This is an optimization exercise on Yosys and OpenROAD, whose aim is small area and a short achievable clock period, not a production implementation.
Function was checked by simulation only, so behaviour that the tests miss may differ from the original.

==> inputs of run a <==
==> flow/design.v <==
module SPImem(din, rx_valid, clk, rst_n, dout, tx_valid);
	input rx_valid, clk, rst_n;
	input [9:0] din;
	output [7:0] dout;
	output reg tx_valid;
	reg [7:0] addr;
	reg sent;
	reg [7:0] data;       
	reg wpend;            
	reg [2:0] ph;
	reg [2047:0] ring;    
	wire [255:0] tap = ring[2047:1792];
	wire hit = (ph == addr[2:0]);
	wire [7:0] tapbyte = tap[addr[7:3]*8 +: 8];
	wire wr = rx_valid && din[9:8] == 2'b01;
	wire ld = rx_valid && !din[8];
	assign dout = data;
	reg [255:0] first;
	integer r;
	always @(*) begin
		for (r = 0; r < 32; r = r + 1)
			first[r*8 +: 8] = (hit && wpend && addr[7:3] == r) ? data : tap[r*8 +: 8];
	end
	always @(posedge clk) begin
		ring <= {ring[1791:0], first};
		ph <= ph + 3'd1;
		if (ld)
			addr <= din[7:0];
		if (wr) begin
			data <= din[7:0];
			wpend <= 1'b1;
		end
		else if (hit) begin
			if (wpend)
				wpend <= 1'b0;
			else
				data <= tapbyte;
		end
	end
	always @(posedge clk or negedge rst_n) begin
		if (~rst_n) begin
			tx_valid <= 0;
			sent <= 0;
		end
		else if (rx_valid && din[9:8] != 2'b11) begin
			tx_valid <= 0;
			if (din[9:8] != 2'b01)
				sent <= ~din[9];
		end
		else if (din[9:8] == 2'b11 && sent == 0) begin
			tx_valid <= 1;
			sent <= 1;
		end
		else begin
			tx_valid <= 0;
		end
	end
endmodule
module SPIslav(MOSI, MISO, SS_n, clk, rst_n, rx_data, rx_valid, tx_data, tx_valid);
	parameter IDLE=3'b000, CHK_CMD=3'b001, WRITE=3'b010, READ_ADD=3'b011, READ_DATA=3'b100;
	input MOSI, SS_n, tx_valid, clk, rst_n;
	output reg MISO, rx_valid;
	input [7:0] tx_data;
	output reg [9:0] rx_data;
	reg [2:0] cs,ns;
	reg readflag;
	reg [3:0] counter;
	reg [9:0] addr_data;
	always @(posedge clk or negedge rst_n) begin
		if (~rst_n) begin
			MISO<=0;
			counter<=0;
			readflag<=0;
			addr_data<=0;
			rx_valid<=0;
			rx_data<=0;
			cs<=IDLE;
		end
		else begin
			cs<=ns;
			if (~SS_n) begin
				if (cs==IDLE) begin
					rx_valid<=0;
					MISO<=0;
				end
				else if (cs==CHK_CMD) begin
					rx_valid<=0;
					MISO<=0;				
				end
				else if (counter!=9 && cs!=READ_DATA) begin
					addr_data<={addr_data,MOSI};
					counter<=counter+1;
					rx_valid<=0;
					MISO<=0;
				end
				else if (cs==WRITE) begin
					rx_valid<=1;
					rx_data<={addr_data,MOSI};
					counter<=0;
				end
				else if (cs==READ_ADD) begin
					rx_valid<=1;
					rx_data<={addr_data,MOSI};
					counter<=0;
					readflag<=1;
				end
				else if (cs==READ_DATA) begin
					if (counter!=9 && readflag) begin
						addr_data<={addr_data,MOSI};
						counter<=counter+1;
						rx_valid<=0;
						MISO<=0;
					end
					else if (readflag) begin
						rx_valid<=1;
						rx_data<={addr_data,MOSI};
						readflag<=0;
					end
					else begin
						rx_valid<=0;
						rx_data<=0;
						if (~readflag && counter==9) begin
							counter<=0;
						end
						else if (tx_valid==1) begin
							addr_data[7:0]<=tx_data;
							MISO<=tx_data[7];
						end
						else begin
							{MISO, addr_data[6:1]}<=addr_data[6:0];
						end
					end
				end
				else begin
					rx_valid<=0;
					MISO<=0;
					counter<=0;
				end
			end
			else begin
				rx_valid<=0;
				MISO<=0;
				counter<=0;
			end
		end
	end
	always @(*) begin
		case (cs)
			IDLE:
				if (~SS_n) begin
					ns=CHK_CMD;
				end
				else begin
					ns=IDLE;
				end
			CHK_CMD:
				if (~SS_n) begin
					if (~MOSI) begin
						ns=WRITE;
					end
					else if (~readflag) begin
						ns=READ_ADD;
					end
					else begin
						ns=READ_DATA;
					end
				end
				else begin
					ns=IDLE;
				end
			WRITE:
				if (~SS_n) begin
					ns=WRITE;
				end
				else begin
					ns=IDLE;
				end
			READ_ADD:
				if (~SS_n) begin
					ns=READ_ADD;
				end
				else begin
					ns=IDLE;
				end
			READ_DATA:
				if (~SS_n) begin
					ns=READ_DATA;
				end
				else begin
					ns=IDLE;
				end
			default: ns=IDLE;
		endcase
	end
endmodule
module SPIwrap(MOSI, SCK, SS_n, rst_n, MISO);
	input MOSI, SCK, SS_n, rst_n;
	output MISO;
	wire rx_valid, tx_valid;
	wire [7:0] tx_data;
	wire [9:0] rx_data;
	SPImem SPImem1(rx_data, rx_valid, SCK, rst_n, tx_data, tx_valid);
	SPIslav SPIslav1(MOSI, MISO, SS_n, SCK, rst_n, rx_data, rx_valid, tx_data, tx_valid);
endmodule
==> flow/run.sh <==
#!/bin/bash
# synth_recipe.tcl (not shown) runs the flow's synth.tcl, then flattens the netlist and writes it again
# the make line also repeats each setting of config.mk as NAME=value (left out here)
make -C /OpenROAD-flow-scripts/flow DESIGN_CONFIG=/design/flow/config.mk WORK_HOME=/design/flow/orfs CLKGATE_MAP_FILE= SYNTH_SCRIPT=/design/flow/synth_recipe.tcl finish
==> flow/config.mk <==
export PLATFORM = sky130hd
export DESIGN_NAME = SPIwrap
export DESIGN_NICKNAME = SPIwrap
export VERILOG_FILES = /design/flow/design.v
export SDC_FILE = /design/flow/constraint.sdc
export NUM_CORES = 4
export LEC_CHECK = 0
export CAP_MARGIN = 20
export CORE_MARGIN = 2
export CORE_UTILIZATION = 30
export SLEW_MARGIN = 20
export SYNTH_MEMORY_MAX_BITS = 4096
==> flow/constraint.sdc <==
create_clock -name core_clock -period 6.0 [get_ports {SCK}]
set_input_delay 1.2000 -clock core_clock [delete_from_list [all_inputs] [get_ports {SCK}]]
set_output_delay 1.2000 -clock core_clock [all_outputs]
set_load 0.01 [all_outputs]
==> run b: changes against run a <==
==> flow/design.v (replaced) <==
module SPImem(din, rx_valid, clk, rst_n, dout, tx_valid);
	input rx_valid, clk, rst_n;
	input [9:0] din;
	output [7:0] dout;
	output reg tx_valid;
	reg [7:0] addr;
	reg sent;
	reg [7:0] data;       
	reg wpend;            
	reg [2:0] ph;
	reg hit;              
	reg [2047:0] ring;    
	wire [255:0] tap = ring[2047:1792];
	wire wr = rx_valid && din[9:8] == 2'b01;
	wire ld = rx_valid && !din[8];
	assign dout = data;
	reg [31:0] rsel;
	reg [255:0] first;
	reg [7:0] tapbyte;
	integer r;
	always @(*) begin
		tapbyte = 8'd0;
		for (r = 0; r < 32; r = r + 1) begin
			rsel[r] = addr[7:3] == r;
			tapbyte = tapbyte | (tap[r*8 +: 8] & {8{rsel[r]}});
			first[r*8 +: 8] = (hit && wpend && rsel[r]) ? data : tap[r*8 +: 8];
		end
	end
	always @(posedge clk) begin
		ring <= {ring[1791:0], first};
		ph <= ph + 3'd1;
		hit <= ph + 3'd1 == addr[2:0];
		if (ld)
			addr <= din[7:0];
		if (wr) begin
			data <= din[7:0];
			wpend <= 1'b1;
		end
		else if (hit) begin
			if (wpend)
				wpend <= 1'b0;
			else
				data <= tapbyte;
		end
	end
	always @(posedge clk or negedge rst_n) begin
		if (~rst_n) begin
			tx_valid <= 0;
			sent <= 0;
		end
		else if (rx_valid && din[9:8] != 2'b11) begin
			tx_valid <= 0;
			if (din[9:8] != 2'b01)
				sent <= ~din[9];
		end
		else if (rx_valid && din[9:8] == 2'b11 && sent == 0) begin
			tx_valid <= 1;
			sent <= 1;
		end
		else begin
			tx_valid <= 0;
		end
	end
endmodule
module SPIslav(MOSI, MISO, SS_n, clk, rst_n, rx_data, rx_valid, tx_data, tx_valid);
	parameter IDLE=3'b000, CHK_CMD=3'b001, WRITE=3'b010, READ_ADD=3'b011, READ_DATA=3'b100;
	input MOSI, SS_n, tx_valid, clk, rst_n;
	output reg MISO, rx_valid;
	input [7:0] tx_data;
	output [9:0] rx_data;    
	reg [2:0] cs;
	reg readflag;
	reg [3:0] counter;
	reg [9:0] sr;            
	wire last = counter == 4'd9;
	assign rx_data = sr;
	always @(posedge clk) begin
		if (~SS_n) begin
			if ((cs == WRITE || cs == READ_ADD || (cs == READ_DATA && readflag)))
				sr <= {sr[8:0], MOSI};
			else if (cs == READ_DATA && !readflag && !last) begin
				if (tx_valid)
					sr[8:1] <= tx_data;
				else
					sr[7:2] <= sr[6:1];
			end
		end
	end
	always @(posedge clk or negedge rst_n) begin
		if (~rst_n) begin
			MISO <= 0;
			counter <= 0;
			readflag <= 0;
			rx_valid <= 0;
			cs <= IDLE;
		end
		else if (SS_n) begin
			cs <= IDLE;
			rx_valid <= 0;
			MISO <= 0;
			counter <= 0;
		end
		else begin
			case (cs)
				IDLE: begin
					cs <= CHK_CMD;
					rx_valid <= 0;
					MISO <= 0;
				end
				CHK_CMD: begin
					cs <= !MOSI ? WRITE : !readflag ? READ_ADD : READ_DATA;
					rx_valid <= 0;
					MISO <= 0;
				end
				WRITE, READ_ADD: begin
					counter <= last ? 4'd0 : counter + 4'd1;
					rx_valid <= last;
					MISO <= 0;
					if (last && cs == READ_ADD)
						readflag <= 1;
				end
				READ_DATA: begin
					if (readflag) begin
						if (!last)
							counter <= counter + 4'd1;
						else
							readflag <= 0;
						rx_valid <= last;
						MISO <= 0;
					end
					else begin
						rx_valid <= 0;
						if (last)
							counter <= 0;
						else if (tx_valid)
							MISO <= tx_data[7];
						else
							MISO <= sr[7];
					end
				end
				default: begin
					cs <= IDLE;
					rx_valid <= 0;
					MISO <= 0;
					counter <= 0;
				end
			endcase
		end
	end
endmodule
module SPIwrap(MOSI, SCK, SS_n, rst_n, MISO);
	input MOSI, SCK, SS_n, rst_n;
	output MISO;
	wire rx_valid, tx_valid;
	wire [7:0] tx_data;
	wire [9:0] rx_data;
	SPImem SPImem1(rx_data, rx_valid, SCK, rst_n, tx_data, tx_valid);
	SPIslav SPIslav1(MOSI, MISO, SS_n, SCK, rst_n, rx_data, rx_valid, tx_data, tx_valid);
endmodule
CORE_UTILIZATION = 60   (was 30)
CTS_BUF_LIST = sky130_fd_sc_hd__clkbuf_16   (was default)
CTS_CLUSTER_DIAMETER = 80   (was default)
CTS_CLUSTER_SIZE = 24   (was default)
SETUP_SLACK_MARGIN = 3.6   (was default)
==> impl_metrics.yaml <==
cts:
  clock_insertion_delay_worst_skew_ps: 680
timing:
  fin_worst_skew_ps: 24.6
routing:
  vias_per_cell: 5.13
floorplanning:
  rows: 104
run_status:
  outcome: "complete, no violations"
synthesis:
  synth_nets: 2916
-- figures above: run b

==> impl_metrics.yaml <==
synthesis:
  synth_nets: 2789
cts:
  clock_insertion_delay_worst_skew_ps: 770
floorplanning:
  rows: 148
routing:
  vias_per_cell: 3.66
run_status:
  outcome: "complete, no violations"
-- figures above: run a

port drivers added, routing unchanged:
The results above use ideal ports. As a check the final layouts listed here were re-extracted and re-timed, cells and wires unchanged. Step 1, drivers: a clkbuf_16 drives SCK and a buf_2 each remaining input, both assumed. Step 2 times the ports against the registers' clock, not the clock port: input delays grow and output delays shrink by t, the midpoint of the rising clock arrivals with the driver on. Three values: ideal ports, drivers, drivers and shift; two values: the first two.
| run | t, ns | setup slack, ns | latest minus earliest clock arrival (ns) | slew at the worst register clock pin (ns) | cell pins on the clock port's net |
|---|---|---|---|---|---|
| run a | 0.826 | 3.050 / 3.050 / 2.972 | 0.042 / 0.041 | 0.07 / 0.07 | 1 |
| run b | 0.739 | 3.576 / 3.525 / 3.089 | 0.028 / 0.028 | 0.10 / 0.10 | 1 |
After both steps every run listed still meets setup and hold. The setup slack of run b, which loses most, moves by -0.051 ns with the drivers and by -0.487 ns with both steps.
